Background: an optimization exercise with open tools, aiming at small area, a short achievable clock period and few clock cycles. Do not read the settings as production practice.
Function was checked by simulation only, so behaviour that the tests miss may differ from the original.
No activity file was given, so power comes from the tool's default toggle rates.

Design cache, start of the top module:
module cache(
    input  wire         clk,
    input  wire         resetn,
    input  wire         valid,
    input  wire         op,
    input  wire [ 2: 0] index,
    input  wire [24: 0] tag,
    input  wire [ 3: 0] offset,
    input  wire [ 3: 0] wstrb,
    input  wire [31: 0] wdata,
    output wire         addr_ok,
    output wire         data_ok,
    output wire [31: 0] rdata,
    output wire         rd_req,
    output wire [ 2: 0] rd_type,
    output wire [31: 0] rd_addr,
    input  wire         rd_rdy,
    input  wire         ret_valid,
    input  wire         ret_last,
    input  wire [31: 0] ret_data,
    output wire         wr_req,
    output wire [ 2: 0] wr_type,
    output wire [31: 0] wr_addr,
    output wire [ 3: 0] wr_wstrb,
    output wire [127:0] wr_data,
    input  wire         wr_rdy
);
reg  [24:0] tag_mem  [0:15];
reg  [15:0] vld;
reg  [15:0] drt;
reg  [ 7:0] lru;                 
wire [31:0] data_mem [0:63];
reg        r_done;               
reg        r_wait;               
reg        r_free;               
reg        r_onrf;               
reg        r_op;
reg [ 2:0] r_index;
reg [ 7:0] r_set;                
reg [24:0] r_tag;
reg [ 1:0] r_word;
reg [ 3:0] r_lane;               
reg [ 3:0] r_wstrb;
reg [31:0] r_wdata;
reg        r_way;                
reg [31:0] rdata_q;
reg        st_now;               
  ...
clock: 8.0 ns
lec_check: 0
cap_margin: 20
core_margin: 2
core_utilization: 50
cts_cluster_diameter: 60
cts_cluster_size: 20
place_density: 0.6
setup_slack_margin: 4.0
slew_margin: 20
tns_end_percent: 5
run.sh (not shown) runs the stock make flow with config.mk's settings and CLKGATE_MAP_FILE= SYNTH_SCRIPT=/design/flow/synth_recipe.tcl, a recipe that flattens the netlist after the stock synthesis.
The starting point produced a clean layout.
Testbench counts at the start, summed over its fixed seeds: cycles 96,078.
Change:
==> flow/flow/run.sh (new file) <==
#!/bin/bash
# Standard layout, with the port buffers built from buf_4 instead of the
# smallest buffer ORFS picks (a delay cell that the resizer leaves in place).
cp standard.sh standard_sh_copy.log
export BUFFER_PORTS_ARGS="-buffer_cell sky130_fd_sc_hd__buf_4"
bash standard.sh > standard.log 2>&1
==> flow/standard.sh (new file) <==
#!/bin/bash
# synth_recipe.tcl (not shown) runs the flow's synth.tcl, then flattens the netlist and writes it again
# the make line also repeats each setting of config.mk as NAME=value (left out here)
make -C /OpenROAD-flow-scripts/flow DESIGN_CONFIG=/design/flow/config.mk WORK_HOME=/design/flow/orfs CLKGATE_MAP_FILE= SYNTH_SCRIPT=/design/flow/synth_recipe.tcl "${@:-finish}"
removed: flow/run.sh
Result:
- The changed run finished with timing, DRC and antenna clean
- sequential share of layout area came out higher by 0.80 points
- hold slack gets worse by 0.0035 ns
- power stays flat

* * *

the baseline:
cache, a different RTL version from the one above (not shown whole).
Size in the first run: about 7800 cells after synthesis, roughly 2800 flip-flops, roughly 350 I/O pins, about 0.12 mm2 of cells after synthesis.
export LEC_CHECK = 0
export CAP_MARGIN = 20
export CORE_MARGIN = 2
export CORE_UTILIZATION = 50
export PLACE_DENSITY = 0.6
export SETUP_SLACK_MARGIN = 4.0
export SLEW_MARGIN = 20
export TNS_END_PERCENT = 5
create_clock -name core_clock -period 8.0 [get_ports {clk}]
standard.sh (not shown) runs the stock make flow with config.mk's settings and CLKGATE_MAP_FILE= SYNTH_SCRIPT=/design/flow/synth_recipe.tcl, a recipe that flattens the netlist after the stock synthesis.
==> flow/flow/run.sh <==
#!/bin/bash
# Standard layout, with the port buffers built from buf_4 instead of the
# smallest buffer ORFS picks (a delay cell that the resizer leaves in place).
cp standard.sh standard_sh_copy.log
export BUFFER_PORTS_ARGS="-buffer_cell sky130_fd_sc_hd__buf_4"
bash standard.sh > standard.log 2>&1
Testbench counts of the baseline, summed over its fixed seeds: cycles 92,404.
> inputs changed (the baseline -> the candidate)
- an added CTS_CLUSTER_DIAMETER of 60
- an added CTS_CLUSTER_SIZE of 20
Reported for the candidate and the baseline, count of nets left with antenna violations after detail routing turned out identical to the last digit.
Delta (the candidate minus the baseline): leakage power went down 1.4 nW, critical path data arrival time went up 170 ps, clock share of power went down 5.6 points.

## separate check: timing with driven ports
How much do the figures lean on ideal ports? The routed layouts below were timed once more, with nothing changed but the port constraints.
Step 1 assumes that a clkbuf_16 drives the clock port and a buf_2 every other input.
Step 2 times the ports against the registers' clock, not the clock port: input delays grow and output delays shrink by t, the midpoint of the rising clock arrivals with the driver on.
a / b / c = ideal / step 1 / step 2; a / b = the first two.
| run | shift t [ns] | setup WS [ns] | slew at the worst register clock pin (ns) | cell pins on the clock port's net |
|---|---|---|---|---|
| the first run of note 1 | 0.985 | 3.904 / 3.773 / 2.788 | 0.09 / 0.09 | 1 |
| the second run of note 1 | 0.959 | 3.695 / 3.501 / 2.543 | 0.09 / 0.09 | 1 |
| the baseline | 1.024 | 3.756 / 3.661 / 2.636 | 0.07 / 0.07 | 1 |
| the candidate | 0.969 | 3.680 / 3.570 / 2.601 | 0.09 / 0.09 | 1 |
After both steps every run listed still meets setup and hold. For the second run of note 1, which loses most, drivers alone change the setup slack by -0.194 ns; drivers and shift together by -1.152 ns.
